From an optimization exercise on the open Yosys and OpenROAD flow, aimed at small area, a short achievable clock period and few clock cycles per item; shortcuts taken in it are not production practice. Only simulation tests tie the RTL to the original design; equivalence was not proved. Power is estimated from default activity; no workload was simulated.

==> flow/design.v (outline; a module is shown in full before it is edited, if it fits) <==
// module top_module: 3165 lines
// module fa_cell: 4 lines
// module hai_cell: 4 lines
module top_module(clk, reset, INIT, READY, DONE,
                  input_ram_en, input_ram_addr, input_ram_data,
                  filter_rom_en, filter_rom_addr, filter_rom_data,
                  conv_valid, conv_out);
  // ...
==> flow/flow/run.sh <==
#!/bin/bash
# Layout flow: the standard ORFS flow (standard.sh), with two changes:
#  - the port buffers that global placement puts on every input and output are
#    sky130_fd_sc_hd__buf_1 cells (timing repair may still resize them);
#  - clock tree synthesis arguments: -sink_clustering_enable -repair_clock_nets -dont_use_dummy_load -buf_list sky130_fd_sc_hd__clkbuf_8 -sink_clustering_size 15 -sink_clustering_max_diameter 60
# The whole make output goes to flow_make.log in the work folder; ORFS also keeps
# each step's own log under orfs/logs/.
set -euo pipefail
export BUFFER_PORTS_ARGS="-buffer_cell sky130_fd_sc_hd__buf_1"
export CTS_ARGS="-sink_clustering_enable -repair_clock_nets -dont_use_dummy_load -buf_list sky130_fd_sc_hd__clkbuf_8 -sink_clustering_size 15 -sink_clustering_max_diameter 60"
bash standard.sh "BUFFER_PORTS_ARGS=$BUFFER_PORTS_ARGS" "CTS_ARGS=$CTS_ARGS" finish > flow_make.log 2>&1
==> flow/standard.sh <==
#!/bin/bash
# synth_recipe.tcl (not shown) runs the flow's synth.tcl, then flattens the netlist and writes it again
# the make line also repeats each setting of config.mk as NAME=value (left out here)
make -C /OpenROAD-flow-scripts/flow DESIGN_CONFIG=/design/flow/config.mk WORK_HOME=/design/flow/orfs CLKGATE_MAP_FILE= SYNTH_SCRIPT=/design/flow/synth_recipe.tcl "${@:-finish}"
==> flow/config.mk <==
export PLATFORM = sky130hd
export DESIGN_NAME = top_module
export DESIGN_NICKNAME = top_module
export VERILOG_FILES = /design/flow/design.v
export SDC_FILE = /design/flow/constraint.sdc
export NUM_CORES = 4
export LEC_CHECK = 0
export CAP_MARGIN = 20
export CORE_MARGIN = 2
export CORE_UTILIZATION = 40
export PLACE_DENSITY = 0.6
export SETUP_SLACK_MARGIN = 3.4
export SLEW_MARGIN = 20
export SYNTH_HIERARCHICAL = 1
export SYNTH_MINIMUM_KEEP_SIZE = 0
==> flow/constraint.sdc <==
create_clock -name core_clock -period 6.0 [get_ports {clk}]
set_input_delay 1.2000 -clock core_clock [delete_from_list [all_inputs] [get_ports {clk}]]
set_output_delay 1.2000 -clock core_clock [all_outputs]
set_load 0.01 [all_outputs]
==> summary.txt, run 1 <==
- Antenna-violating nets left: 0
- Post-synthesis compound-gate area fraction: 1.96%
- Switching power: 4.64 mW
- Post-Syn Instances: 1709
- CP max stage cell: fa_2
- Reg2Reg Setup Slack: 3400 ps
- GR met1 Demand/Resource: 33.5%
- Iter 0 DRT Violations: 1028
- Tap Cells: 672
- Post-synth EDFFs: 0
- Routed len/inst: 25.9 microns
- Post-CTS Hold Buffers: 0
- Setup ws final: 3390 ps
- Ys Warns: 7
- H-tree depth: 1
- Hold Worst Slack: 332 ps
- Post-route minimum period: 2610 ps
- Worst Setup EP: k1_1229
- R2R depth: 10
- Root buf cell: clkbuf_8
- Most used cell, CP: fa_2
- Main combinational cell family by area after synthesis: adder cells
- Hold Crit Start: k2_1621
- Final setup fails: 0
- Initial core utilization: 40.3%
- Slowest stage delay, CP: 630 ps
- Commonest non-fill, non-tap cell in the layout: nand2_1
- Power Density: 475 nW/um^2
- Global-route wire length before repair: 93800 microns
- Most numerous cell in the Yosys netlist: nand2_1
- Post-synthesis mux area share: 0%
- Status: timing/DRC/antenna clean
- Synth Area in Adders: 51.2%
- Leak: 8.34 nW
- Clock tree cell share of total cell area: 1.85%
- Post-synth top area cell: fa_1
- Clock power frac: 10.5%
Testbench counts, summed over its fixed seeds: cycles 8,320, items 4,112.
==> run 2, diff against run 1 <==
--- a/flow/design.v
+++ b/flow/design.v
@@ -2609,28 +2609,39 @@
 assign a1752 = ~(acc[12] & g_q[0]);
 assign a1753 = ~(acc[13] & g_q[0]);
 assign a1754 = ~(acc[14] & g_q[0]);
 assign a1755 = ~(acc[15] & g_q[0]);
 assign a1756 = ~(acc[16] & g_q[0]);
 assign a1757 = ~(acc[17] & g_q[0]);
 assign a1758 = ~(acc[18] & g_q[0]);
 assign a1759 = ~(acc[19] & g_q[0]);
-hai_cell u_s1760 (.a(k3_1722), .b(k3_1723), .s(s1760), .co(c1761));
-hai_cell u_s1762 (.a(k3_1725), .b(k3_1726), .s(s1762), .co(c1763));
-hai_cell u_s1764 (.a(k3_1727), .b(k3_1728), .s(s1764), .co(c1765));
-hai_cell u_s1766 (.a(k3_1711), .b(k3_1712), .s(s1766), .co(c1767));
-hai_cell u_s1768 (.a(k3_1713), .b(a1741), .s(s1768), .co(c1769));
-hai_cell u_s1770 (.a(k3_1714), .b(a1742), .s(s1770), .co(c1771));
+xnor_cell u_s1760 (.a(k3_1722), .b(k3_1723), .y(s1760));
+or_cell u_c1761 (.a(k3_1722), .b(k3_1723), .y(c1761));
+xnor_cell u_s1762 (.a(k3_1725), .b(k3_1726), .y(s1762));
+or_cell u_c1763 (.a(k3_1725), .b(k3_1726), .y(c1763));
+xnor_cell u_s1764 (.a(k3_1727), .b(k3_1728), .y(s1764));
+or_cell u_c1765 (.a(k3_1727), .b(k3_1728), .y(c1765));
+xnor_cell u_s1766 (.a(k3_1711), .b(k3_1712), .y(s1766));
+or_cell u_c1767 (.a(k3_1711), .b(k3_1712), .y(c1767));
+xnor_cell u_s1768 (.a(k3_1713), .b(a1741), .y(s1768));
+or_cell u_c1769 (.a(k3_1713), .b(a1741), .y(c1769));
+xnor_cell u_s1770 (.a(k3_1714), .b(a1742), .y(s1770));
+or_cell u_c1771 (.a(k3_1714), .b(a1742), .y(c1771));
 fa_cell u_s1772 (.a(k3_1715), .b(k3_1716), .c(a1743), .s(s1772), .co(c1773));
-hai_cell u_s1774 (.a(k3_1717), .b(a1744), .s(s1774), .co(c1775));
-hai_cell u_s1776 (.a(k3_1718), .b(a1745), .s(s1776), .co(c1777));
-hai_cell u_s1778 (.a(k3_1719), .b(a1746), .s(s1778), .co(c1779));
-hai_cell u_s1780 (.a(k3_1720), .b(a1747), .s(s1780), .co(c1781));
-hai_cell u_s1782 (.a(k3_1721), .b(a1748), .s(s1782), .co(c1783));
+xnor_cell u_s1774 (.a(k3_1717), .b(a1744), .y(s1774));
+or_cell u_c1775 (.a(k3_1717), .b(a1744), .y(c1775));
+xnor_cell u_s1776 (.a(k3_1718), .b(a1745), .y(s1776));
+or_cell u_c1777 (.a(k3_1718), .b(a1745), .y(c1777));
+xnor_cell u_s1778 (.a(k3_1719), .b(a1746), .y(s1778));
+or_cell u_c1779 (.a(k3_1719), .b(a1746), .y(c1779));
+xnor_cell u_s1780 (.a(k3_1720), .b(a1747), .y(s1780));
+or_cell u_c1781 (.a(k3_1720), .b(a1747), .y(c1781));
+xnor_cell u_s1782 (.a(k3_1721), .b(a1748), .y(s1782));
+or_cell u_c1783 (.a(k3_1721), .b(a1748), .y(c1783));
 fa_cell u_s1784 (.a(k3_1724), .b(a1749), .c(s1760), .s(s1784), .co(c1785));
 fa_cell u_s1786 (.a(a1750), .b(c1761), .c(s1762), .s(s1786), .co(c1787));
 fa_cell u_s1788 (.a(a1751), .b(c1763), .c(s1764), .s(s1788), .co(c1789));
 fa_cell u_s1790 (.a(k3_1729), .b(a1752), .c(c1765), .s(s1790), .co(c1791));
 fa_cell u_s1792 (.a(k3_1730), .b(k3_1731), .c(a1753), .s(s1792), .co(c1793));
 fa_cell u_s1794 (.a(k3_1732), .b(k3_1733), .c(a1754), .s(s1794), .co(c1795));
 fa_cell u_s1796 (.a(k3_1734), .b(k3_1735), .c(a1755), .s(s1796), .co(c1797));
 fa_cell u_s1798 (.a(k3_1736), .b(k3_1737), .c(a1756), .s(s1798), .co(c1799));
@@ -3162,12 +3173,14 @@
 always @(posedge clk)
     acc <= ~({a1759, a1758, s1800, s1798, s1796, s1794, s1792, s1790, s1788, s1786, s1784, s1782, s1780, s1778, s1776, s1774, s1772, s1770, s1768, s1766} + {1'b1, c1801, c1799, c1797, c1795, c1793, c1791, c1789, c1787, c1785, c1783, c1781, c1779, c1777, c1775, c1773, c1771, c1769, c1767, a1740} + 20'd1);
 assign conv_out = acc;
 endmodule
 module fa_cell(input a, input b, input c, output s, output co);
 assign s = a ^ b ^ c;
 assign co = (a & b) | (a & c) | (b & c);
 endmodule
-module hai_cell(input a, input b, output s, output co);
-assign s = ~(a ^ b);
-assign co = a | b;
+module xnor_cell(input a, input b, output y);
+assign y = ~(a ^ b);
+endmodule
+module or_cell(input a, input b, output y);
+assign y = a | b;
 endmodule
==> summary.txt, run 2 <==
- Status: timing/DRC/antenna clean (unchanged)
- CTS tree: done (unchanged)
- Net Count, Synth: 2322 (was 2366)
- Root buf cell: clkbuf_8 (unchanged)
- Top flop regs: acc x20, rd_addr x10 (unchanged)
- Avg Cell Area, Syn: 11.9 sq um (was 11.8 sq um)
- Crit-path cells: buf_2, nand2_1, fa_2, fa_1, fa_1 (was buf_2, nand2_4, fa_2, fa_2, fa_1)
- Worst-margin pin slew: 408 ps (was 423 ps)
- Slowest stage delay, CP: 620 ps (was 630 ps)
- Top cells by area, synth: fa_1 50%, dfxtp_1 31%, nand2_1 10%, clkbuf_1 2.4%, ha_1 1.3% (was fa_1 49%, dfxtp_1 30%, nand2_1 10%, clkbuf_1 2.4%, ha_1 2.0%)
- Largest Register: acc (unchanged)
- Pins Over Slew Limit: 0 (unchanged)
- Area Overhead vs Synth: 15.3% (was 15.1%)
- Worst Clk Skew: 78.5 ps (was 59.0 ps)
- Setup crit start kind: primary input (unchanged)
- Clock Latency Late Sink: 650 ps (was 660 ps)
- Number of flip-flops in the largest register: 20 (unchanged)
- Crit path buf inv count: 1 (unchanged)
- H-tree depth: 1 (unchanged)
- Synth Area in Adders: 50.9% (was 51.2%)
- Post-CTS Hold Buffers: 0 (unchanged)
- Vias in the first global route: 14.4k (was 14.5k)
- Iter 0 DRT Violations: 913 (was 1028)
- CP max stage cell: fa_1 (was fa_2)
- Hold Crit Class: reg2reg (unchanged)
- TritonCTS Buffers: 30 (was 31)
- Post-synthesis mux area share: 0% (unchanged)
- TNS Setup: 0 ps (unchanged)
- Post-synth EDFFs: 0 (unchanged)
- Largest net degree at the start of global routing: 16 (unchanged)
- Global-route wire length before repair: 92000 microns (was 93800 microns)
- Maximum fanout along the worst path: 8 (unchanged)
- Post-synth top area cell: fa_1 (unchanged)
- Main combinational cell family by area after synthesis: adder cells (unchanged)
- RSZ-0062 raised after global routing: yes (unchanged)
- Filler instances: 4460 (was 4607)
- Power Total: 10.9 mW (was 11.0 mW)
- Mapped Area: 20000 sq um (was 20100 sq um)
- Total wire length: 62100 microns (was 63400 microns)
- Clock slew at reported path FFs: 90 ps (about the same)
- DR vias/cell: 5.18 (was 5.24)
- Seq/Total Area, Yosys: 30.5% (was 30.3%)
- Maxcap violations: 0 (unchanged)
- Pre-antenna DRT Iters: 5 (was 7)
- GR Util All Layers: 25.1% (was 24.8%)
- Fin nets: 2395 (was 2434)
- Power Density: 474 nW/um^2 (was 475 nW/um^2)
- TritonCTS sink count: 304 (unchanged)
- Routed len/inst: 25.7 microns (was 25.9 microns)
- Initial core utilization: 40.7% (was 40.3%)
- Die Footprint: 51700 sq um (was 52000 sq um)
- Die Span X: 227 microns (was 228 microns)
- Die height: 227 microns (was 228 microns)
- Most numerous cell in the Yosys netlist: nand2_1 (unchanged)
- Register bit total from synthesis: 304 (unchanged)
- Commonest cells after routing, fill and taps aside: 400 x nand2_1, 302 x dfxtp_1, 255 x fa_1 (was 401 x nand2_1, 302 x dfxtp_1, 256 x fa_1)
- Most common library cells after synthesis: 552 x nand2_1, 494 x fa_1, 304 x dfxtp_1 (unchanged)
- Routed vias: 12.5k (was 12.8k)
- Post-synth ARST share: 0% (unchanged)
- Final HPWL from detailed placement: 51800 microns (was 52400 microns)
- Synth Flop Type: dfxtp_1 (unchanged)
- Initial antenna violation count: 1 (was 2)
- Antenna-violating nets left: 0 (unchanged)
- CP delay by family, top: adder cells (unchanged)
- Most used cell, CP: fa_1 (was fa_2)
- Commonest non-fill, non-tap cell in the layout: nand2_1 (unchanged)
- # rows: 81 (was 82)
- Critical Path AT: 3110 ps (was 3100 ps)
- Peak VDD IR: 0.264 mV (was 0.249 mV)
- Yosys top cell area share: 49.6% (was 49.2%)
- Post-synthesis xor/xnor area fraction: 1.58% (was 1.09%)
- Core area: 49100 sq um (was 49900 sq um)
- Layout cells sized above 1: 33.9% (was 33.5%)
- Post-Syn Instances: 1676 (was 1709)
- Post-Synth Simple-Gate Area: 12.3% (was 11.9%)
- IO Pins: 167 (unchanged)
- Final setup fails: 0 (unchanged)
- Port Buffers: 166 (unchanged)
- Final hold vios: 0 (unchanged)
- Grt ovf: 0 (unchanged)
- Synth unique cells: 47 (was 46)
- Fmax: 0.379 GHz (was 0.383 GHz)
- Final Cycle Share: 44.0% (was 43.5%)
- Global placement routability congestion: 0.951 (was 0.961)
- Clock Path Buffers: 3 (unchanged)
- Ys Warns: 7 (unchanged)
- Post-synthesis compound-gate area fraction: 1.98% (was 1.96%)
- DRC viols: 0 (unchanged)
- Post-route minimum period: 2640 ps (was 2610 ps)
- Worst EP required: 6460 ps (was 6490 ps)
- Leak: 8.09 nW (was 8.34 nW)
- Crit path capture type: flip-flop (unchanged)
- WS Path Type: in2reg (unchanged)
- Slew headroom: 72.8% (was 71.8%)
## run 2: Yosys stat by module, one instance, submodules excluded
module / cells / flip-flops and latches / area [sq um]
fa_cell: 1 / 0 / 20.0
or_cell: 1 / 0 / 6.26
top_module: 1161 / 304 / 9920
xnor_cell: 1 / 0 / 8.76
## run 2: timing repair
action,4_1_cts,5_1_grt
resized for setup,144,45
pin swaps,6,17
buffers inserted,3,6
cloned,1,0
setup endpoints to repair,115,32
## run 2: layout make-up
cell class                 count  area (sq um)  area share [%]
multi-input combinational   1228         14700            63.8
sequential                   304          6090            26.5
timing repair buffer         177           956            4.16
tap                          664           831            3.61
clock buffer                  30           413            1.79
inverter                       8          30.0           0.131
antenna                        2          5.00          0.0218
## run 2: kinds of logic (layout without fill, tap and decap cells)
group           count (synthesis)  in the layout
simple gates                  621            621
buf+inv                       144            215
fa+ha+maj                     515            515
flops                         304            304
xor+xnor                       36             36
compound gates                 56             56
other cells                     0              2
## run 2: report_power, final
group	switching (mW)	internal [mW]
Combinational	3.43	2.92
Sequential	0.471	2.96
Clock	0.686	0.442
Total	4.59	6.31
## run 2: path summary, 6_finish.rpt
check,end,slack [ps],startpoint,cells after the start
setup / recovery,k1_1268,3360,filter_rom_data[29],5
hold / removal,k3_1712,330,k2_1620,0
setup reg to reg,acc[15],3430,g_q,10
hold reg to reg,k3_1712,330,k2_1620,0
## run 2: per-layer routing
metal	share of wire, %	vias to the layer above	GRT usage (%)
met5	0	-	0
met4	2.8	0	7.44
met3	10	132	8.21
met2	47	583	40.6
met1	40	6601	32.3
li1	-	5172	-
## run 2: through the flow
step           cells  worst slack [ps]  util (%)  area [sq um]  hold WS (ps)
6_report        2413              3360      46.9         23000           332
5_1_grt         2413              3360      46.9         23000           337
4_1_cts         2405              3400      46.6         22800           334
3_5_place_dp    2371              2330      45.1         22100           312
3_3_place_gp    2371              2360      45.1         22100           313
2_1_floorplan   1676              3140         -         23200           310
## run 2: worst reg2reg max path, cell delays in order, from the launching register on
cell      delay [ps]
dfxtp_4          370
buf_12           130
nand2_2           60
fa_1             490
ha_4             320
o211a_1          180
o31ai_4          110
a211o_1          330
nand3b_1         180
a31oi_1          120
xor2_1           160
Testbench counts of run 2, summed over its fixed seeds: cycles 8,320, items 4,112.
==> run 3, diff against run 2 <==
--- a/flow/config.mk
+++ b/flow/config.mk
@@ -7,8 +7,8 @@
 export LEC_CHECK = 0
 export CAP_MARGIN = 20
 export CORE_MARGIN = 2
-export CORE_UTILIZATION = 40
-export PLACE_DENSITY = 0.6
+export CORE_UTILIZATION = 55
+export PLACE_DENSITY = 0.75
 export SETUP_SLACK_MARGIN = 3.4
 export SLEW_MARGIN = 20
 export SYNTH_HIERARCHICAL = 1
==> summary.txt, run 3 <==
- TritonCTS Buffers: 29 (was 30)
- Top flop regs: acc x20, rd_addr x10 (unchanged)
- H-tree depth: 1 (unchanged)
- Diodes inserted: 0 (was 2)
- Number of flip-flops in the largest register: 20 (unchanged)
- RSZ-0062 raised after global routing: yes (unchanged)
- Pins Over Slew Limit: 0 (unchanged)
- Seq pwr share: 31.9% (was 31.4%)
- Power Total: 10.8 mW (was 10.9 mW)
- Internal power: 6.28 mW (was 6.31 mW)
- Worst setup startpoint: input_ram_data[3] (was filter_rom_data[29])
- Final HPWL from detailed placement: 48800 microns (was 51800 microns)
- Commonest non-fill, non-tap cell in the layout: nand2_1 (unchanged)
- Post-placement worst setup slack: 2440 ps (was 2330 ps)
- Post-synth EDFFs: 0 (unchanged)
- Initial core utilization: 56.0% (was 40.7%)
- Seq/Total Area, Yosys: 30.5% (unchanged)
- DRC viols: 0 (unchanged)
- Grt ovf: 0 (unchanged)
- Most used cell, CP: fa_2 (was fa_1)
- Root buf cell: clkbuf_8 (unchanged)
- Setup crit start kind: primary input (unchanged)
- Slew headroom: 71.5% (was 72.8%)
- Routed len/inst: 26.4 microns (was 25.7 microns)
- Part of the power in combinational logic: 58.0% (was 58.2%)
- Worst EP required: 6460 ps (about the same)
- Iter 0 DRT Violations: 963 (was 913)
- Register bit total from synthesis: 304 (unchanged)
- Post-synth top area cell: fa_1 (unchanged)
- Most common library cells after synthesis: 552 x nand2_1, 494 x fa_1, 304 x dfxtp_1 (unchanged)
- Vias in the first global route: 14.3k (was 14.4k)
- Reg2Reg Setup Slack: 3460 ps (was 3430 ps)
- Synth Flop Type: dfxtp_1 (unchanged)
- Initial antenna violation count: 1 (unchanged)
- Switching power: 4.51 mW (was 4.59 mW)
- TNS Setup: 0 ps (unchanged)
- Commonest cells after routing, fill and taps aside: 401 x nand2_1, 302 x dfxtp_1, 256 x fa_1 (was 400 x nand2_1, 302 x dfxtp_1, 255 x fa_1)
- Worst path depth: 5 (unchanged)
- Global-route wire length before repair: 86900 microns (was 92000 microns)
- Port Buffers: 166 (unchanged)
- Setup ws final: 3390 ps (was 3360 ps)
- # rows: 69 (was 81)
- Top cells by area, synth: fa_1 50%, dfxtp_1 31%, nand2_1 10%, clkbuf_1 2.4%, ha_1 1.3% (unchanged)
- Post-Syn Instances: 1676 (unchanged)
- Most numerous cell in the Yosys netlist: nand2_1 (unchanged)
- Slowest stage delay, CP: 630 ps (was 620 ps)
- DR vias/cell: 5.74 (was 5.18)
- IO Pins: 167 (unchanged)
- Final Cycle Share: 43.5% (was 44.0%)
- Largest Register: acc (unchanged)
- Die Footprint: 37800 sq um (was 51700 sq um)
- TritonCTS sink count: 304 (unchanged)
- Routed vias: 12.6k (was 12.5k)
- Status: timing/DRC/antenna clean (unchanged)
- Worst Clk Skew: 47.1 ps (was 78.5 ps)
- Final setup fails: 0 (unchanged)
- Clock Latency Late Sink: 610 ps (was 650 ps)
- Ys Warns: 7 (unchanged)
- Final core utilization: 63.4% (was 46.9%)
- Layout cells sized above 1: 33.5% (was 33.9%)
- Pre-antenna DRT Iters: 5 (unchanged)
- Mapped Area: 20000 sq um (unchanged)
- Power Density: 477 nW/um^2 (was 474 nW/um^2)
- Synth unique cells: 47 (unchanged)
- Maxcap violations: 0 (unchanged)
- Total wire length: 58100 microns (was 62100 microns)
- CP max stage cell: fa_2 (was fa_1)
- Worst Setup EP: k1_1229 (was k1_1268)
- Post-route minimum period: 2610 ps (was 2640 ps)
- Net Count, Synth: 2322 (unchanged)
- Largest net degree at the start of global routing: 16 (unchanged)
- Yosys top cell area share: 49.6% (unchanged)
- Critical Path AT: 3070 ps (was 3110 ps)
- Die Span X: 194 microns (was 227 microns)
- Avg Cell Area, Syn: 11.9 sq um (unchanged)
- Area Overhead vs Synth: 13.3% (was 15.3%)
- Peak VDD IR: 0.231 mV (was 0.264 mV)
- Crit-path cells: buf_2, nand2_4, fa_2, fa_2, fa_1 (was buf_2, nand2_1, fa_2, fa_1, fa_1)
- Sw Share: 41.8% (was 42.1%)
- Final hold vios: 0 (unchanged)
- CP delay by family, top: adder cells (unchanged)
- GR Util All Layers: 31.9% (was 25.1%)
- Hold Crit Class: reg2reg (unchanged)
- WS Path Type: in2reg (unchanged)
- Global placement routability congestion: 0.993 (was 0.951)
- Leak: 8.03 nW (was 8.09 nW)
- Antenna-violating nets left: 0 (unchanged)
- R2R depth: 9 (was 10)
- Clock Path Buffers: 3 (unchanged)
- Cells after DPL: 2167 (was 2371)
- Post-synth ARST share: 0% (unchanged)
- Die height: 194 microns (was 227 microns)
- Fmax: 0.384 GHz (was 0.379 GHz)
- Post-CTS Hold Buffers: 0 (unchanged)
- Crit path capture type: flip-flop (unchanged)
- Maximum fanout along the worst path: 8 (unchanged)
- CTS tree: done (unchanged)
- Worst r2r dst: acc[16] (was acc[15])
- Crit path buf inv count: 1 (unchanged)
- Core area: 35700 sq um (was 49100 sq um)
- Fin nets: 2386 (was 2395)
- Final Non-Filler Cells: 2199 (was 2413)
- FF-to-FF Start: g_q (unchanged)
- Clock slew at reported path FFs: 90 ps (about the same)
- Worst-margin pin slew: 424 ps (was 408 ps)
- Clock power frac: 10.1% (was 10.3%)
## run 3: cell counts after synthesis
No cell type changed its count.
## run 3: cell type report
type	count	area, sq um
clock buffer	29	399
fill	2759	13000
inverter	8	30.0
multi-input combinational	1228	14700
sequential	304	6090
tap	461	577
timing repair buffer	169	840
## run 3: kinds of logic after synthesis
group,Yosys count,synth area share (%)
AO/OA/AOI/OAI,56,1.98
XOR/XNOR,36,1.58
adder cells (fa/ha/maj),515,50.9
buffers and inverters,144,2.76
flip-flops,304,30.5
AND/OR/NAND/NOR,621,12.3
## run 3: worst register-to-register path, delay by kind of cell, from the launching register on
kind | cells | cell delay (ps)
flip-flops | 1 | 420
AND/OR/NAND/NOR | 1 | 100
XOR/XNOR | 1 | 150
adder cells (fa/ha/maj) | 2 | 760
AO/OA/AOI/OAI | 5 | 1030
## run 3: Yosys stat by module, one instance, submodules excluded
| module | flip-flops and latches | times used | cells inside | cell area (sq um) |
|---|---|---|---|---|
| or_cell | 0 | 11 | 1 | 6.26 |
| fa_cell | 0 | 493 | 1 | 20.0 |
| top_module | 304 | 1 | 1161 | 9920 |
| xnor_cell | 0 | 11 | 1 | 8.76 |
## run 3: how the worst min path moves through the flow
stage | slack, ps | from | cells past startpoint | to
final | 330 | k2_1620 | 0 | k3_1712
after global routing | 340 | k1_1174 | 0 | k2_1620
after CTS | 340 | k1_1173 | 0 | k2_1619
after floorplan | 310 | k1_1173 | 0 | k2_1619
after detailed placement | 310 | k1_1173 | 0 | k2_1619
after global placement | 320 | k2_1619 | 0 | k3_1711
## run 3: metrics by stage
stage | hold WS (ps) | cell area [sq um]
after floorplan | 310 | 23200
after global placement | 315 | 21900
after detailed placement | 313 | 21900
after CTS | 336 | 22500
after global routing | 336 | 22600
final | 332 | 22600
## run 3: repair_timing
| item | 4_1_cts | 5_1_grt |
|---|---|---|
| gates resized for setup | 141 | 37 |
| endpoints found under the setup margin | 122 | 24 |
| pin swaps | 4 | 5 |
| setup buffers | 3 | 0 |
## run 3: power by group through the flow
stage | sequential (mW) | clock, mW | combinational [mW]
2_1_floorplan | 3.36 | 0 | 4.34
3_3_place_gp | 3.47 | 0 | 5.80
3_5_place_dp | 3.49 | 0 | 6.12
4_1_cts | 3.44 | 1.12 | 6.19
5_1_grt | 3.53 | 1.20 | 7.16
6_report | 3.44 | 1.09 | 6.26
## run 3: per-layer routing
metal	share of wire, %	vias to the layer above	GRT usage (%)
li1	-	5145	-
met1	38	6583	40.9
met3	12	166	11.2
met5	0.017	-	0
met4	3.7	2	10.7
met2	46	728	51.0
==> run 4, diff against run 3 <==
--- a/flow/config.mk
+++ b/flow/config.mk
@@ -7,8 +7,8 @@
 export LEC_CHECK = 0
 export CAP_MARGIN = 20
 export CORE_MARGIN = 2
-export CORE_UTILIZATION = 55
-export PLACE_DENSITY = 0.75
+export CORE_UTILIZATION = 70
+export PLACE_DENSITY = 0.85
 export SETUP_SLACK_MARGIN = 3.4
 export SLEW_MARGIN = 20
 export SYNTH_HIERARCHICAL = 1
==> summary.txt, run 4 <==
- Synth Flop Type: dfxtp_1 (unchanged)
- Main combinational cell family by area after synthesis: adder cells (unchanged)
- Net Count, Synth: 2322 (unchanged)
- Total wire length: 62700 microns (was 58100 microns)
- Setup crit start kind: flip-flop (was primary input)
- Pre-antenna DRT Iters: 7 (was 5)
- Post-route minimum period: 2670 ps (was 2610 ps)
- Most numerous cell in the Yosys netlist: nand2_1 (unchanged)
- Clock Path Buffers: 3 (unchanged)
- Worst-margin pin slew: 456 ps (was 424 ps)
- Number of flip-flops in the largest register: 20 (unchanged)
- Ys Warns: 7 (unchanged)
- Post-synthesis xor/xnor area fraction: 1.58% (unchanged)
- Global-route wire length before repair: 92100 microns (was 86900 microns)
- Peak VDD IR: 0.330 mV (was 0.231 mV)
- Maximum fanout along the worst path: 9 (was 8)
- Worst EP required: 6520 ps (was 6460 ps)
- Synth Area in Adders: 50.9% (unchanged)
- Maxcap violations: 0 (unchanged)
- Avg Cell Area, Syn: 11.9 sq um (unchanged)
- Synth unique cells: 47 (unchanged)
- Largest Register: acc (unchanged)
- Post-synth EDFFs: 0 (unchanged)
- Top flop regs: acc x20, rd_addr x10 (unchanged)
- Fmax: 0.375 GHz (was 0.384 GHz)
- Post-synthesis compound-gate area fraction: 1.98% (unchanged)
- Worst Clk Skew: 48.4 ps (was 47.1 ps)
- Hold Crit Class: reg2reg (unchanged)
- Post-synthesis mux area share: 0% (unchanged)
- Antenna-violating nets left: 0 (unchanged)
- DR vias/cell: 6.29 (was 5.74)
- Final setup fails: 0 (unchanged)
- Final Non-Filler Cells: 2115 (was 2199)
- Crit path capture type: flip-flop (unchanged)
- Die Footprint: 29900 sq um (was 37800 sq um)
- Final core utilization: 80.7% (was 63.4%)
- Clock Latency Late Sink: 590 ps (was 610 ps)
- Post-Syn Instances: 1676 (unchanged)
- Final Cycle Share: 44.4% (was 43.5%)
- CTS tree: done (unchanged)
- Routed vias: 13.3k (was 12.6k)
- Largest net degree at the start of global routing: 16 (unchanged)
- Layout cells sized above 1: 33.6% (was 33.5%)
- Vias in the first global route: 15.0k (was 14.3k)
- Fin nets: 2384 (was 2386)
- Critical Path AT: 3180 ps (was 3070 ps)
- Die height: 173 microns (was 194 microns)
- Register bit total from synthesis: 304 (unchanged)
- H-tree depth: 1 (unchanged)
- Top cells by area, synth: fa_1 50%, dfxtp_1 31%, nand2_1 10%, clkbuf_1 2.4%, ha_1 1.3% (unchanged)
- Root buf cell: clkbuf_8 (unchanged)
- Cells after DPL: 2084 (was 2167)
- Leak: 8.03 nW (about the same)
- Global placement routability congestion: 1.01 (was 0.993)
- Initial core utilization: 71.4% (was 56.0%)
- Final hold vios: 0 (unchanged)
- Status: timing/DRC/antenna clean (unchanged)
- Iter 0 DRT Violations: 1520 (was 963)
- Yosys top cell area share: 49.6% (unchanged)
- Post-synth top area cell: fa_1 (unchanged)
- Post-Synth Simple-Gate Area: 12.3% (unchanged)
- TNS Setup: 0 ps (unchanged)
- Routed len/inst: 29.7 microns (was 26.4 microns)
- Port Buffers: 166 (unchanged)
- Mapped Area: 20000 sq um (unchanged)
- TritonCTS Buffers: 25 (was 29)
- TritonCTS sink count: 304 (unchanged)
- Clock slew at reported path FFs: 100 ps (was 90 ps)
- WS Path Type: reg2reg (was in2reg)
- IO Pins: 167 (unchanged)
- GR Util All Layers: 42.8% (was 31.9%)
- Final HPWL from detailed placement: 50300 microns (was 48800 microns)
- Grt ovf: 0 (unchanged)
- Seq/Total Area, Yosys: 30.5% (unchanged)
- Post-synth ARST share: 0% (unchanged)
- Pins Over Slew Limit: 0 (unchanged)
- RSZ-0062 raised after global routing: yes (unchanged)
- # rows: 61 (was 69)
- Die Span X: 173 microns (was 194 microns)
- Initial antenna violation count: 5 (was 1)
- Most common library cells after synthesis: 552 x nand2_1, 494 x fa_1, 304 x dfxtp_1 (unchanged)
- Area Overhead vs Synth: 13.0% (was 13.3%)
- DRC viols: 0 (unchanged)
- Commonest cells after routing, fill and taps aside: 400 x nand2_1, 303 x dfxtp_1, 254 x fa_1 (was 401 x nand2_1, 302 x dfxtp_1, 256 x fa_1)
- Commonest non-fill, non-tap cell in the layout: nand2_1 (unchanged)
- Power Density: 506 nW/um^2 (was 477 nW/um^2)
- Slew headroom: 69.1% (was 71.5%)
- Core area: 27900 sq um (was 35700 sq um)
## run 4: final cells by class
class	count	area, sq um
clock buffer	25	344
fill	1548	5390
timing repair buffer	171	925
antenna	1	2.50
tap	378	473
sequential	304	6090
multi-input combinational	1228	14700
inverter	8	30.0
## run 4: logic make-up (layout without fill, tap and decap cells)
family                     Yosys count  after routing
adders and majority gates          515            515
other                                0              1
buffers and inverters              144            204
xor gates and xnor gates            36             36
DFF                                304            304
and+or+nand+nor                    621            621
AOI/OAI and AO/OA                   56             56
## run 4: per-module statistics from Yosys, one instance, submodules excluded
module	copies in the design	flops+latches
top_module	1	304
or_cell	11	0
fa_cell	493	0
xnor_cell	11	0
## run 4: power by group
group          switching [mW]  leakage [nW]  internal, mW
clock network           0.669         0.180         0.371
registers               0.506          2.55          2.96
logic                    3.80          5.30          3.10
## run 4: worst paths after layout
kind,startpoint,endpoint,slack [ps],cells past startpoint
setup reg to reg,g_q,acc[19],3330,10
setup / recovery,g_q,acc[19],3330,10
hold / removal,k2_1620,k3_1712,330,0
hold reg to reg,k2_1620,k3_1712,330,0
## run 4: through the flow
stage / hold slack, ps / setup slack (ps) / total power, mW / area [sq um]
6_report: 331 / 3330 / 11.4 / 22500
5_1_grt: 342 / 3230 / 12.2 / 22500
4_1_cts: 334 / 3400 / 11.1 / 22300
3_5_place_dp: 312 / 2350 / 9.83 / 21800
3_3_place_gp: 310 / 2430 / 9.20 / 21800
2_1_floorplan: 310 / 3140 / 7.70 / 23200
## run 4: critical path: stages, from the launching register on
cell	delay (ps)
dfxtp_4	460
buf_6	160
nand2_1	90
fa_1	380
ha_1	500
nand2_1	90
o21ai_0	310
nor2_1	140
a21oi_1	160
nand2_1	110
xnor2_1	200
## run 4: metal layers
layer  track usage, %  part of all wire [%]  up-vias
met3             12.8                    13      230
li1                 -                     -     5142
met4             14.4                   4.0        4
met2             69.5                    47     1116
met5                0                 0.059        -
met1             56.2                    35     6813
## run 4: timing repair
| item | 4_1_cts | 5_1_grt |
|---|---|---|
| gates cloned | 0 | 1 |
| gates resized for setup | 145 | 52 |
| endpoints found under the setup margin | 130 | 27 |
| pin swaps | 3 | 12 |
| buffers inserted | 1 | 3 |
| hold buffers | 0 | 0 |
==> run 5, diff against run 4 <==
==> flow/flow/run.sh (replaced) <==
#!/bin/bash
# Layout flow: the standard ORFS flow (standard.sh), with these changes:
#  - port buffers: at the start of global placement, flow/pre_gpl.tcl removes the
#    synthesis buffers (as the standard flow does there) and puts a
#    sky130_fd_sc_hd__buf_2 on every input port and a sky130_fd_sc_hd__buf_1 on every
#    output port, in place of the standard buffer_ports call; they are kept through
#    the step's own remove_buffers and released for timing repair by
#    flow/post_gpl.tcl;
#  - clock tree synthesis arguments: -sink_clustering_enable -repair_clock_nets -dont_use_dummy_load -buf_list sky130_fd_sc_hd__clkbuf_8 -sink_clustering_size 15 -sink_clustering_max_diameter 60
# The whole make output goes to flow_make.log in the work folder; ORFS also keeps
# each step's own log under orfs/logs/.
set -euo pipefail
export CTS_ARGS="-sink_clustering_enable -repair_clock_nets -dont_use_dummy_load -buf_list sky130_fd_sc_hd__clkbuf_8 -sink_clustering_size 15 -sink_clustering_max_diameter 60"
bash standard.sh "DONT_BUFFER_PORTS=1" "PRE_GLOBAL_PLACE_TCL=$PWD/flow/pre_gpl.tcl" "POST_GLOBAL_PLACE_TCL=$PWD/flow/post_gpl.tcl" "CTS_ARGS=$CTS_ARGS" finish > flow_make.log 2>&1
==> flow/flow/post_gpl.tcl (new file) <==
# Let timing repair resize the port buffers again.
unset_dont_touch [get_cells {input* output*}]
==> flow/flow/pre_gpl.tcl (new file) <==
# Buffer every input and output port (the standard flow's buffer_ports, with chosen cells).
remove_buffers
buffer_ports -inputs -buffer_cell sky130_fd_sc_hd__buf_2
buffer_ports -outputs -buffer_cell sky130_fd_sc_hd__buf_1
set_dont_touch [get_cells {input* output*}]
puts "port buffers: [llength [get_cells {input* output*}]]"
--- a/flow/config.mk
+++ b/flow/config.mk
@@ -7,8 +7,8 @@
 export LEC_CHECK = 0
 export CAP_MARGIN = 20
 export CORE_MARGIN = 2
-export CORE_UTILIZATION = 70
-export PLACE_DENSITY = 0.85
+export CORE_UTILIZATION = 55
+export PLACE_DENSITY = 0.75
 export SETUP_SLACK_MARGIN = 3.4
 export SLEW_MARGIN = 20
 export SYNTH_HIERARCHICAL = 1
==> summary.txt, run 5 <==
- Die height: 194 microns (was 173 microns)
- Routed vias: 12.5k (was 13.3k)
- Largest Register: acc (unchanged)
- TritonCTS Buffers: 29 (was 25)
- Post-synth EDFFs: 0 (unchanged)
- Port Buffers: 166 (unchanged)
- Total wire length: 58400 microns (was 62700 microns)
- Maxcap violations: 0 (unchanged)
- Die Footprint: 37800 sq um (was 29900 sq um)
- Slew headroom: 67.3% (was 69.1%)
- R2R depth: 9 (was 10)
- Worst EP required: 6480 ps (was 6520 ps)
- Number of flip-flops in the largest register: 20 (unchanged)
- Placed instance area: 22000 sq um (was 21800 sq um)
- Top cells by area, synth: fa_1 50%, dfxtp_1 31%, nand2_1 10%, clkbuf_1 2.4%, ha_1 1.3% (unchanged)
- Synth unique cells: 47 (unchanged)
- Status: timing/DRC/antenna clean (unchanged)
- # rows: 69 (was 61)
- Yosys top cell area share: 49.6% (unchanged)
- Net Count, Synth: 2322 (unchanged)
- Post-synth top area cell: fa_1 (unchanged)
- M3 GR Usage: 10.0% (was 12.8%)
- DR vias/cell: 5.68 (was 6.29)
- Area Overhead vs Synth: 13.2% (was 13.0%)
- Clock Latency Late Sink: 610 ps (was 590 ps)
- Synth Flop Type: dfxtp_1 (unchanged)
- Initial antenna violation count: 3 (was 5)
- Largest net degree at the start of global routing: 16 (unchanged)
- Clock slew at reported path FFs: 90 ps (was 100 ps)
- Final hold vios: 0 (unchanged)
- Ys Warns: 7 (unchanged)
- Hold Crit Start: k2_1620 (unchanged)
- Final HPWL from detailed placement: 49300 microns (was 50300 microns)
- GR peak layer: met2 (unchanged)
- Fin nets: 2387 (was 2384)
- Post-Syn Instances: 1676 (unchanged)
- Commonest non-fill, non-tap cell in the layout: nand2_1 (unchanged)
- Final Cycle Share: 43.4% (was 44.4%)
- Clock Path Buffers: 3 (unchanged)
- Avg Cell Area, Syn: 11.9 sq um (unchanged)
- Fmax: 0.384 GHz (was 0.375 GHz)
- Top flop regs: acc x20, rd_addr x10 (unchanged)
- TNS Setup: 0 ps (unchanged)
- Post-placement worst setup slack: 2740 ps (was 2350 ps)
- Pre-antenna DRT Iters: 5 (was 7)
- TritonCTS sink count: 304 (unchanged)
- Grt ovf: 0 (unchanged)
- RSZ-0062 raised after global routing: yes (unchanged)
- Core area: 35700 sq um (was 27900 sq um)
- Initial core utilization: 56.0% (was 71.4%)
- Hold Crit Class: reg2reg (unchanged)
- CTS tree: done (unchanged)
- Register bit total from synthesis: 304 (unchanged)
- Sink of the worst hold path: k3_1712 (unchanged)
- Mapped Area: 20000 sq um (unchanged)
- Worst r2r dst: acc[13] (was acc[19])
- GR met2 Demand/Resource: 53.8% (was 69.5%)
- Power Density: 474 nW/um^2 (was 506 nW/um^2)
- Layout cells sized above 1: 33.4% (was 33.6%)
- Final setup fails: 0 (unchanged)
- Post-CTS Hold Buffers: 0 (unchanged)
- DRC viols: 0 (unchanged)
- GR Util All Layers: 32.1% (was 42.8%)
- Worst-margin pin slew: 488 ps (was 456 ps)
- Critical Path AT: 3080 ps (was 3180 ps)
- Routed len/inst: 26.6 microns (was 29.7 microns)
- Leak: 8.04 nW (was 8.03 nW)
- Diodes inserted: 0 (was 1)
- Reg2Reg Setup Slack: 3490 ps (was 3330 ps)
- Hold depth: 0 (unchanged)
- Global-route wire length before repair: 86700 microns (was 92100 microns)
- Antenna-violating nets left: 0 (unchanged)
- FF-to-FF Start: g_q (unchanged)
- Peak VDD IR: 0.277 mV (was 0.330 mV)
- Vias in the first global route: 14.2k (was 15.0k)
- Most common library cells after synthesis: 552 x nand2_1, 494 x fa_1, 304 x dfxtp_1 (unchanged)
- Seq/Total Area, Yosys: 30.5% (unchanged)
- Setup ws final: 3400 ps (was 3330 ps)
- GR met1 Demand/Resource: 40.2% (was 56.2%)
- Setup crit start kind: primary input (was flip-flop)
- Die Span X: 194 microns (was 173 microns)
- WS Path Type: in2reg (was reg2reg)
- Design Area, Final: 22600 sq um (was 22500 sq um)
- Filler instances: 2764 (was 1548)
- H-tree depth: 1 (unchanged)
- Worst Clk Skew: 70.8 ps (was 48.4 ps)
- Iter 0 DRT Violations: 913 (was 1520)
- Maximum fanout along the worst path: 8 (was 9)
- Root buf cell: clkbuf_8 (unchanged)
- Pins Over Slew Limit: 0 (unchanged)
- Crit path capture type: flip-flop (unchanged)
- Most numerous cell in the Yosys netlist: nand2_1 (unchanged)
- Post-route minimum period: 2600 ps (was 2670 ps)
- IO Pins: 167 (unchanged)
- Commonest cells after routing, fill and taps aside: 401 x nand2_1, 302 x dfxtp_1, 255 x fa_1 (was 400 x nand2_1, 303 x dfxtp_1, 254 x fa_1)
- Post-synth ARST share: 0% (unchanged)
## run 5: cell counts after synthesis
No cell type changed its count.
## run 5: area by class of cell
cell class                      count  area [sq um]  share of cell area (%)
Clock buffer                       29           399                    1.77
Inverter                            8          30.0                   0.133
Multi-Input combinational cell   1228         14600                    64.8
Timing Repair Buffer              170           865                    3.83
Sequential cell                   304          6090                    27.0
Tap cell                          461           577                    2.55
## run 5: critical path, cell delays in order
cell     delay, ps
buf_2          280
nand2_1        130
fa_1           490
fa_1           530
fa_1           440
## run 5: how the worst max path moves through the flow
stage | start | end | slack, ps
after global placement | input_ram_data[41] | k1_1266 | 2770
after detailed placement | input_ram_data[41] | k1_1266 | 2740
after floorplan | input_ram_data[34] | k1_1229 | 3140
after global routing | g_q | acc[17] | 3380
after CTS | g_q | acc[18] | 3400
final | input_ram_data[1] | k1_1288 | 3400
## run 5: metal layers
metal  up-vias  wire length [microns]
met2       684                  27900
met4         0                   2110
li1       5146                      -
met5         -                      0
met3       148                   6450
met1      6528                  21900
## run 5: stage by stage
step                util (%)  power [mW]  instances  hold slack, ps
floorplan                  -        7.70       1676             310
global placement        61.8        9.32       2167             313
detailed placement      61.8        9.62       2167             312
CTS                     63.0        10.7       2200             334
global route            63.4        11.8       2200             343
finish                  63.4        10.7       2200             334
## run 5: repair_timing
item,in CTS,in global routing
buffers inserted,4,0
cloned,0,0
pin swaps,3,1
endpoints found under the setup margin,16,24
gates resized for setup,8,34
## run 5: where the power goes
part | internal, mW | switching [mW]
sequential | 2.96 | 0.460
clock | 0.427 | 0.659
combinational | 2.85 | 3.35
total | 6.24 | 4.47
## run 5: logic make-up after synthesis
family                   synth area share, %
adder cells (fa/ha/maj)                 50.9
XOR/XNOR                                1.58
AO/OA/AOI/OAI                           1.98
AND/OR/NAND/NOR                         12.3
flip-flops                              30.5
buffers and inverters                   2.76
## run 5: modules after synthesis (local to each module, per instance)
module      times used  area, sq um  cells
top_module           1         9920   1161
xnor_cell           11         8.76      1
fa_cell            493         20.0      1
or_cell             11         6.26      1
==> run 6, diff against run 5 <==
--- a/flow/flow/run.sh
+++ b/flow/flow/run.sh
@@ -2,7 +2,7 @@
 # Layout flow: the standard ORFS flow (standard.sh), with these changes:
 #  - port buffers: at the start of global placement, flow/pre_gpl.tcl removes the
 #    synthesis buffers (as the standard flow does there) and puts a
-#    sky130_fd_sc_hd__buf_2 on every input port and a sky130_fd_sc_hd__buf_1 on every
+#    sky130_fd_sc_hd__buf_4 on every input port and a sky130_fd_sc_hd__buf_1 on every
 #    output port, in place of the standard buffer_ports call; they are kept through
 #    the step's own remove_buffers and released for timing repair by
 #    flow/post_gpl.tcl;
==> flow/flow/pre_gpl.tcl (replaced) <==
# Buffer every input and output port (the standard flow's buffer_ports, with chosen cells).
remove_buffers
buffer_ports -inputs -buffer_cell sky130_fd_sc_hd__buf_4
buffer_ports -outputs -buffer_cell sky130_fd_sc_hd__buf_1
set_dont_touch [get_cells {input* output*}]
puts "port buffers: [llength [get_cells {input* output*}]]"
==> summary.txt, run 6 <==
- Core area: 35700 sq um (unchanged)
- Total wire length: 58800 microns (was 58400 microns)
- TritonCTS sink count: 304 (unchanged)
- Die Footprint: 37800 sq um (unchanged)
- Initial antenna violation count: 4 (was 3)
- GR Util All Layers: 32.2% (was 32.1%)
- Most common library cells after synthesis: 552 x nand2_1, 494 x fa_1, 304 x dfxtp_1 (unchanged)
- Hold Crit Start: k2_1620 (unchanged)
- Design Area, Final: 22900 sq um (was 22600 sq um)
- Maxcap violations: 0 (unchanged)
- Clock slew at reported path FFs: 90 ps (about the same)
- Antenna-violating nets left: 0 (unchanged)
- Post-Syn Instances: 1676 (unchanged)
- Final setup fails: 0 (unchanged)
- Vias in the first global route: 14.0k (was 14.2k)
- Synth unique cells: 47 (unchanged)
- Post-route minimum period: 2570 ps (was 2600 ps)
- Iter 0 DRT Violations: 912 (was 913)
- TritonCTS Buffers: 27 (was 29)
- Worst r2r dst: k2_1637 (was acc[13])
- Commonest cells after routing, fill and taps aside: 400 x nand2_1, 303 x dfxtp_1, 256 x fa_1 (was 401 x nand2_1, 302 x dfxtp_1, 255 x fa_1)
- Ys Warns: 7 (unchanged)
- Die height: 194 microns (unchanged)
- Seq/Total Area, Yosys: 30.5% (unchanged)
- Worst-margin pin slew: 449 ps (was 488 ps)
- DRC viols: 0 (unchanged)
- Reg2Reg Setup Slack: 3490 ps (about the same)
- Layout cells sized above 1: 33.6% (was 33.4%)
- Peak VDD IR: 0.264 mV (was 0.277 mV)
- Number of flip-flops in the largest register: 20 (unchanged)
- Placed instance area: 22300 sq um (was 22000 sq um)
- Hold Worst Slack: 334 ps (about the same)
- Final Cycle Share: 42.8% (was 43.4%)
- Worst Clk Skew: 47.9 ps (was 70.8 ps)
- R2R depth: 4 (was 9)
- Filler instances: 2730 (was 2764)
- Avg Cell Area, Syn: 11.9 sq um (unchanged)
- FF-to-FF Start: k1_1234 (was g_q)
- Post-synth top area cell: fa_1 (unchanged)
- Fmax: 0.389 GHz (was 0.384 GHz)
- Largest Register: acc (unchanged)
- Top sig layer: met5 (was met4)
- Top flop regs: acc x20, rd_addr x10 (unchanged)
- Register bit total from synthesis: 304 (unchanged)
- Mapped Area: 20000 sq um (unchanged)
- Top cells by area, synth: fa_1 50%, dfxtp_1 31%, nand2_1 10%, clkbuf_1 2.4%, ha_1 1.3% (unchanged)
- Post-synth EDFFs: 0 (unchanged)
- Final HPWL from detailed placement: 49800 microns (was 49300 microns)
- # rows: 69 (unchanged)
- Yosys top cell area share: 49.6% (unchanged)
- DR vias/cell: 5.69 (was 5.68)
- Commonest non-fill, non-tap cell in the layout: nand2_1 (unchanged)
- Largest net degree at the start of global routing: 16 (unchanged)
- Die Span X: 194 microns (unchanged)
- Clock Latency Late Sink: 590 ps (was 610 ps)
- Status: timing/DRC/antenna clean (unchanged)
- Sink of the worst hold path: k3_1712 (unchanged)
- Grt ovf: 0 (unchanged)
- Slew headroom: 69.9% (was 67.3%)
- Hold Crit Class: reg2reg (unchanged)
- Area Overhead vs Synth: 14.6% (was 13.2%)
- Power Density: 477 nW/um^2 (was 474 nW/um^2)
- Root buf cell: clkbuf_8 (unchanged)
- Initial core utilization: 56.0% (unchanged)
- Synth Flop Type: dfxtp_1 (unchanged)
- H-tree depth: 1 (unchanged)
- Global-route wire length before repair: 87400 microns (was 86700 microns)
- Routed vias: 12.5k (about the same)
- Critical Path AT: 3050 ps (was 3080 ps)
- Pins Over Slew Limit: 0 (unchanged)
- Routed len/inst: 26.8 microns (was 26.6 microns)
- RSZ-0062 raised after global routing: yes (unchanged)
- Most numerous cell in the Yosys netlist: nand2_1 (unchanged)
- Hold depth: 0 (unchanged)
- WS Path Type: in2reg (unchanged)
- Post-CTS Hold Buffers: 0 (unchanged)
- CTS tree: done (unchanged)
- TNS Setup: 0 ps (unchanged)
- Routed length on met1: 22500 microns (was 21900 microns)
- Maximum fanout along the worst path: 8 (unchanged)
- Port Buffers: 166 (unchanged)
- IO Pins: 167 (unchanged)
- Leak: 8.12 nW (was 8.04 nW)
- Pre-antenna DRT Iters: 7 (was 5)
- Post-synth ARST share: 0% (unchanged)
- Met3 WL post-DR: 6170 microns (was 6450 microns)
- Net Count, Synth: 2322 (unchanged)
- Clock Path Buffers: 3 (unchanged)
- Setup crit start kind: primary input (unchanged)
- Crit path capture type: flip-flop (unchanged)
- Metal2 WL: 27800 microns (was 27900 microns)
- Fin nets: 2384 (was 2387)
- Final hold vios: 0 (unchanged)
- Diodes inserted: 0 (unchanged)
- Worst EP required: 6480 ps (about the same)
-- run 6: per-layer routing --
| metal | global-route usage, % | up-vias |
|---|---|---|
| met3 | 8.42 | 147 |
| met5 | 0 | - |
| met4 | 11.0 | 2 |
| li1 | - | 5147 |
| met2 | 52.4 | 726 |
| met1 | 42.4 | 6483 |
-- run 6: kinds of logic (layout without fill, tap and decap cells) --
logic type | after synthesis | after routing | synth area share (%)
fa+ha+maj | 515 | 515 | 50.9
compound gates | 56 | 56 | 1.98
flops | 304 | 304 | 30.5
buf+inv | 144 | 204 | 2.76
xor+xnor | 36 | 36 | 1.58
simple gates | 621 | 621 | 12.3
-- run 6: worst max-delay path by stage --
stage | from | to | slack, ps
2_1_floorplan | input_ram_data[34] | k1_1229 | 3140
3_3_place_gp | input_ram_data[7] | k1_1319 | 2880
3_5_place_dp | input_ram_data[2] | k1_1289 | 2860
4_1_cts | g_q | acc[18] | 3440
5_1_grt | g_q | acc[16] | 3380
6_report | filter_rom_data[6] | k1_1289 | 3430
-- run 6: per-module statistics from Yosys (local to each module, per instance) --
| module | flip-flops and latches | area (sq um) | cells inside |
|---|---|---|---|
| or_cell | 0 | 6.26 | 1 |
| top_module | 304 | 9920 | 1161 |
| fa_cell | 0 | 20.0 | 1 |
| xnor_cell | 0 | 8.76 | 1 |
-- run 6: report_power, final --
part	switching [mW]	total [mW]	internal (mW)
clock network	0.661	1.06	0.400
registers	0.451	3.41	2.96
logic	3.45	6.45	2.99
-- run 6: through the flow --
stage	setup slack (ps)	util, %	total power, mW	cells
6_report	3430	64.1	10.9	2197
4_1_cts	3440	63.8	10.8	2197
2_1_floorplan	3140	-	7.70	1676
3_3_place_gp	2880	62.7	9.40	2167
5_1_grt	3380	64.1	12.0	2197
3_5_place_dp	2860	62.7	9.76	2167
-- run 6: worst max-delay path: stages --
cell and delay [ps]:
buf_4 210, nand2_2 80, fa_2 380, fa_1 510, fa_1 670
-- run 6: cell type report --
type / count / area (sq um) / area share, %
clock buffer: 27 / 372 / 1.62
inverter: 8 / 30.0 / 0.131
multi-input combinational: 1228 / 14700 / 64.1
sequential: 304 / 6090 / 26.6
tap: 461 / 577 / 2.52
timing repair buffer: 169 / 1140 / 4.97
-- run 6: timing repair --
| action | CTS | global route |
|---|---|---|
| buffers inserted | 3 | 0 |
| hold endpoints to repair | 0 | 0 |
| pin swaps | 3 | 4 |
| setup endpoints to repair | 13 | 7 |
| gates resized for setup | 7 | 25 |

## afterwards: timing with drivers on the ports
Ports are ideal in the flow. The routed layouts listed here were re-timed in OpenROAD. Step 1 sets driving cells, clkbuf_16 on the clock port and buf_2 on the other inputs (assumed; they add their load-dependent delay and slew). Step 2 moves the port delays by t, midway between the first and last clock arrival at a register: inputs arrive t later, outputs are due t later. That takes back most of the time a late clock gives input paths. a / b / c = ideal / step 1 / step 2; a / b = the first two.
run | t, ns | slack for setup (ns) | hold WS [ns] | worst setup path after step 2
run 1 | 0.689 | 3.390 / 3.404 / 2.732 | 0.332 / 0.332 / 0.332 | input to register
run 2 | 0.662 | 3.358 / 3.393 / 2.731 | 0.332 / 0.332 / 0.332 | input to register
run 3 | 0.635 | 3.393 / 3.418 / 2.782 | 0.332 / 0.332 / 0.332 | input to register
run 4 | 0.615 | 3.335 / 3.335 / 2.788 | 0.331 / 0.331 / 0.331 | input to register
run 5 | 0.627 | 3.396 / 3.412 / 2.785 | 0.334 / 0.334 / 0.334 | input to register
run 6 | 0.615 | 3.429 / 3.447 / 2.837 | 0.334 / 0.334 / 0.334 | input to register
After both steps setup and hold are still met in every run listed. For run 1, which loses most, drivers alone change the setup slack by +0.014 ns; drivers and shift together by -0.658 ns.
